Context: an optimization exercise on an open-source flow, tuned for small area and a short achievable clock period. The choices shown serve that exercise and are no tape-out recipe.
At most, simulation tests tie the RTL to the original design; equivalence was not proved.
Power and IR drop assume default switching activity.

==> inputs of try-pepper <==
==> flow/design.v (excerpt) <==
module FlexiPacketEngine(
input clk,
input resetn,
input validIn,
input [31:0] dataIn,
input lastIn,
output reg validOut,
output reg [31:0] dataOut,
output reg lastOut
);
localparam DEPTH = 99;                 
reg [32*DEPTH-1:0] line;               
reg [6:0]  cnt;                        
reg [6:0]  rem;                        
reg [15:0] seq;
reg        st_hdr, st_pay, st_rep1, st_rep2, st_ftr;
reg [31:0] part0, part1, part2;        
wire rx       = ~(st_hdr | st_pay | st_rep1 | st_rep2 | st_ftr);
always @(posedge clk)
	line <= {line[32*DEPTH-33:0], dataIn};
reg [99:1] sel;
integer j;
always @(*) begin
	for (j = 1; j <= 99; j = j + 1)
		sel[j] = (cnt == j);
end
wire [32*33-1:0] grp_n;                
genvar g, b;
generate
	for (g = 0; g < 33; g = g + 1) begin : grp
		for (b = 0; b < 32; b = b + 1) begin : bt
			FlexiPacketEngine_aoi222 u (
				.a1(sel[3*g+1]), .a2(line[32*(3*g)+b]),
				.b1(sel[3*g+2]), .b2(line[32*(3*g+1)+b]),
				.c1(sel[3*g+3]), .c2(line[32*(3*g+2)+b]),
				.y(grp_n[32*g+b]));
		end
	end
endgenerate
reg [31:0] or0, or1, or2;
integer k;
always @(*) begin
	or0 = 32'h0;
	or1 = 32'h0;
	or2 = 32'h0;
	for (k = 0; k < 11; k = k + 1) begin
		or0 = or0 | ~grp_n[32*k +: 32];
		or1 = or1 | ~grp_n[32*(k+11) +: 32];
		or2 = or2 | ~grp_n[32*(k+22) +: 32];
  ...
==> module FlexiPacketEngine, before the edit <==
module FlexiPacketEngine(
input clk,
input resetn,
input validIn,
input [31:0] dataIn,
input lastIn,
output reg validOut,
output reg [31:0] dataOut,
output reg lastOut
);
localparam DEPTH = 99;                 
reg [32*DEPTH-1:0] line;               
reg [6:0]  cnt;                        
reg [6:0]  rem;                        
reg [15:0] seq;
reg        st_hdr, st_pay, st_rep1, st_rep2, st_ftr;
reg [31:0] part0, part1, part2;        
wire rx       = ~(st_hdr | st_pay | st_rep1 | st_rep2 | st_ftr);
always @(posedge clk)
	line <= {line[32*DEPTH-33:0], dataIn};
reg [99:1] sel;
integer j;
always @(*) begin
	for (j = 1; j <= 99; j = j + 1)
		sel[j] = (cnt == j);
end
wire [32*33-1:0] grp_n;                
genvar g, b;
generate
	for (g = 0; g < 33; g = g + 1) begin : grp
		for (b = 0; b < 32; b = b + 1) begin : bt
			FlexiPacketEngine_aoi222 u (
				.a1(sel[3*g+1]), .a2(line[32*(3*g)+b]),
				.b1(sel[3*g+2]), .b2(line[32*(3*g+1)+b]),
				.c1(sel[3*g+3]), .c2(line[32*(3*g+2)+b]),
				.y(grp_n[32*g+b]));
		end
	end
endgenerate
reg [31:0] or0, or1, or2;
integer k;
always @(*) begin
	or0 = 32'h0;
	or1 = 32'h0;
	or2 = 32'h0;
	for (k = 0; k < 11; k = k + 1) begin
		or0 = or0 | ~grp_n[32*k +: 32];
		or1 = or1 | ~grp_n[32*(k+11) +: 32];
		or2 = or2 | ~grp_n[32*(k+22) +: 32];
	end
end
always @(posedge clk) begin
	part0 <= or0;
	part1 <= or1;
	part2 <= or2;
end
wire [31:0] tap = part0 | part1 | part2;
always @(posedge clk or negedge resetn) begin
	if (!resetn) begin
		cnt      <= 7'd0;
		rem      <= 7'd0;
		seq      <= 16'h0001;
		st_hdr   <= 1'b0;
		st_pay   <= 1'b0;
		st_rep1  <= 1'b0;
		st_rep2  <= 1'b0;
		st_ftr   <= 1'b0;
		validOut <= 1'b0;
		lastOut  <= 1'b0;
		dataOut  <= 32'h0;
	end else begin
		if (rx)
			cnt <= validIn ? cnt + 7'd1 : 7'd0;
		if (st_hdr)
			rem <= cnt;
		else if (st_pay)
			rem <= rem - 7'd1;
		if (st_ftr)
			seq <= seq + 16'h0001;
		st_hdr   <= rx & validIn & lastIn;
		st_pay   <= st_hdr | (st_pay & (rem != 7'd1));
		st_rep1  <= st_pay & (rem == 7'd1);
		st_rep2  <= st_rep1;
		st_ftr   <= st_rep2;
		validOut <= ~rx;
		lastOut  <= st_ftr;
		dataOut  <= ({32{st_hdr}} & {seq, 9'b0, cnt})
		          | ({32{st_pay}} & tap)
		          | ({32{st_rep1 | st_rep2}} & dataOut)
		          | {32{st_ftr}};
	end
end
endmodule
==> module FlexiPacketEngine_aoi222, before the edit <==
module FlexiPacketEngine_aoi222(
input a1, input a2, input b1, input b2, input c1, input c2,
output y
);
assign y = ~((a1 & a2) | (b1 & b2) | (c1 & c2));
endmodule
export LEC_CHECK = 0
export CAP_MARGIN = 20
export CORE_MARGIN = 2
export CORE_UTILIZATION = 55
export PLACE_DENSITY = 0.65
export SETUP_SLACK_MARGIN = 4.3
export SLEW_MARGIN = 20
export SYNTH_HIERARCHICAL = 1
export SYNTH_MINIMUM_KEEP_SIZE = 0
create_clock -name core_clock -period 7.0 [get_ports {clk}]
standard.sh (not shown) runs the stock make flow with config.mk's settings and CLKGATE_MAP_FILE= SYNTH_SCRIPT=/design/flow/synth_recipe.tcl, a recipe that flattens the netlist after the stock synthesis.
==> flow/flow/run.sh <==
#!/bin/bash
# Standard ORFS layout with three changes: ports buffered with buf_4 (not the
# delay buffer buffer_ports picks by default), timing repair free to change a
# cell's footprint, and clock tree synthesis without dummy loads, with clkbuf_8
# sink buffers over small clusters.
set -euo pipefail
bash standard.sh \
  "BUFFER_PORTS_ARGS=-buffer_cell sky130_fd_sc_hd__buf_4" \
  "MATCH_CELL_FOOTPRINT=0" \
  "CTS_ARGS=-sink_clustering_enable -repair_clock_nets -dont_use_dummy_load -sink_clustering_size 18 -sink_clustering_max_diameter 40 -buf_list sky130_fd_sc_hd__clkbuf_16 -sink_clustering_buffer sky130_fd_sc_hd__clkbuf_8" \
  finish > standard_flow.log 2>&1
==> try-indigo: changes against try-pepper <==
==> flow/design.v (replaced) <==
module FlexiPacketEngine(
input clk,
input resetn,
input validIn,
input [31:0] dataIn,
input lastIn,
output reg validOut,
output reg [31:0] dataOut,
output reg lastOut
);
localparam DEPTH = 100;                
reg [32*DEPTH-1:0] line;               
reg [6:0]  cnt;                        
reg [6:0]  rem;                        
reg [15:0] seq;
reg        st_hdr, st_pay, st_rep1, st_rep2, st_ftr;
reg [99:1] sel;                        
wire rx       = ~(st_hdr | st_pay | st_rep1 | st_rep2 | st_ftr);
wire pay_next = st_hdr | (st_pay & (rem != 7'd1));
always @(posedge clk)
	line <= {line[32*DEPTH-33:0], dataIn};
integer j;
always @(posedge clk) begin
	for (j = 1; j <= 99; j = j + 1)
		sel[j] <= (cnt == j) & pay_next;
end
reg [31:0] tap;
always @(*) begin
	tap = 32'h0;
	for (j = 1; j <= 99; j = j + 1)
		tap = tap | ({32{sel[j]}} & line[32*(j+1)-1 -: 32]);
end
always @(posedge clk or negedge resetn) begin
	if (!resetn) begin
		cnt      <= 7'd0;
		rem      <= 7'd0;
		seq      <= 16'h0001;
		st_hdr   <= 1'b0;
		st_pay   <= 1'b0;
		st_rep1  <= 1'b0;
		st_rep2  <= 1'b0;
		st_ftr   <= 1'b0;
		validOut <= 1'b0;
		lastOut  <= 1'b0;
		dataOut  <= 32'h0;
	end else begin
		if (rx)
			cnt <= validIn ? cnt + 7'd1 : 7'd0;
		if (st_hdr)
			rem <= cnt;
		else if (st_pay)
			rem <= rem - 7'd1;
		if (st_ftr)
			seq <= seq + 16'h0001;
		st_hdr   <= rx & validIn & lastIn;
		st_pay   <= pay_next;
		st_rep1  <= st_pay & (rem == 7'd1);
		st_rep2  <= st_rep1;
		st_ftr   <= st_rep2;
		validOut <= ~rx;
		lastOut  <= st_ftr;
		dataOut  <= ({32{st_hdr}} & {seq, 9'b0, cnt})
		          | ({32{st_pay}} & tap)
		          | ({32{st_rep1 | st_rep2}} & dataOut)
		          | {32{st_ftr}};
	end
end
endmodule
==> flow/run.sh (new file) <==
#!/bin/bash
# synth_recipe.tcl (not shown) runs the flow's synth.tcl, then flattens the netlist and writes it again
# the make line also repeats each setting of config.mk as NAME=value (left out here)
make -C /OpenROAD-flow-scripts/flow DESIGN_CONFIG=/design/flow/config.mk WORK_HOME=/design/flow/orfs CLKGATE_MAP_FILE= SYNTH_SCRIPT=/design/flow/synth_recipe.tcl finish
CORE_UTILIZATION = 20   (was 55)
PLACE_DENSITY = 0.4   (was 0.65)
SETUP_SLACK_MARGIN = not set   (was 4.3)
SYNTH_HIERARCHICAL = not set   (was 1)
SYNTH_MINIMUM_KEEP_SIZE = not set   (was 0)
removed: flow/flow/run.sh
removed: flow/standard.sh
==> metrics.md <==
| Metric | Value |
|---|---|
| Status | timing/DRC/antenna clean |
| P_clk | about 19 mW |
| Pre-CTS setup slack | around 4200 ps |
| First-pass GRT wire length | around 560000 um |
| Post-layout utilization of the core | 0.246 |
| Initial antenna violation count | 37 |
| Vias in the first global route | between 50k and 60k |
| Worst slew pin tran | about 1300 ps |
| RSZ-0062 raised after global routing | no |
| Logic power comb | 1.50 mW |
| Syn Inst Count | 6041 |
| Power Dens Cells | around 390 nW/um2 |
| Most frequent cells in the layout | dfxtp_1 (3200), a22oi_1 (783), a22o_1 (397), a221oi_1 (397), clkbuf_16 (355) |
| Grt met2 use | 0.304 |
| WL met2 | between 150000 and 200000 um |
| Core ar. | around 430000 um2 |
| Final worst-path cycle share | 0.520 |
# the run above: try-indigo

==> metrics.md <==
| Metric | Value |
|---|---|
| Logic power comb | 1.47 mW |
| P_clk | about 10 mW |
| Pre-CTS setup slack | approximately 3800 ps |
| First-pass GRT wire length | roughly 320000 um |
| Status | timing/DRC/antenna clean |
| Final worst-path cycle share | 0.417 |
| Grt met2 use | 0.452 |
| WL met2 | 101000 um |
| Core ar. | roughly 150000 um2 |
| Initial antenna violation count | 3 |
# the run above: try-pepper

The RTL of try-indigo was laid out without a check of its function.

==> what the ideal ports hide <==
No port has a modelled driver above. Below, the same layouts with a new extraction and two added sets of constraints.
Step 1, drivers: a clkbuf_16 drives clk and a buf_2 each remaining input, both assumed.
Step 2, shift: input delay + t, output delay - t, t = (earliest + latest rising clock arrival at the registers) / 2. This alone moves slack from input paths to output paths.
Three values: ideal, step 1, step 2; two values: the first two.
run | t (ns) | setup WS [ns] | worst setup path at the end | worst register clock-pin slew, ns | cell pins on the clock port's net
try-pepper | 0.955 | 4.083 / 3.993 / 4.318 | register to register | 0.11 / 0.11 | 1
try-indigo | 1.008 | 3.358 / 3.268 / 4.003 | input to register | 0.07 / 0.07 | 1
After both steps setup and hold are still met in every run listed.
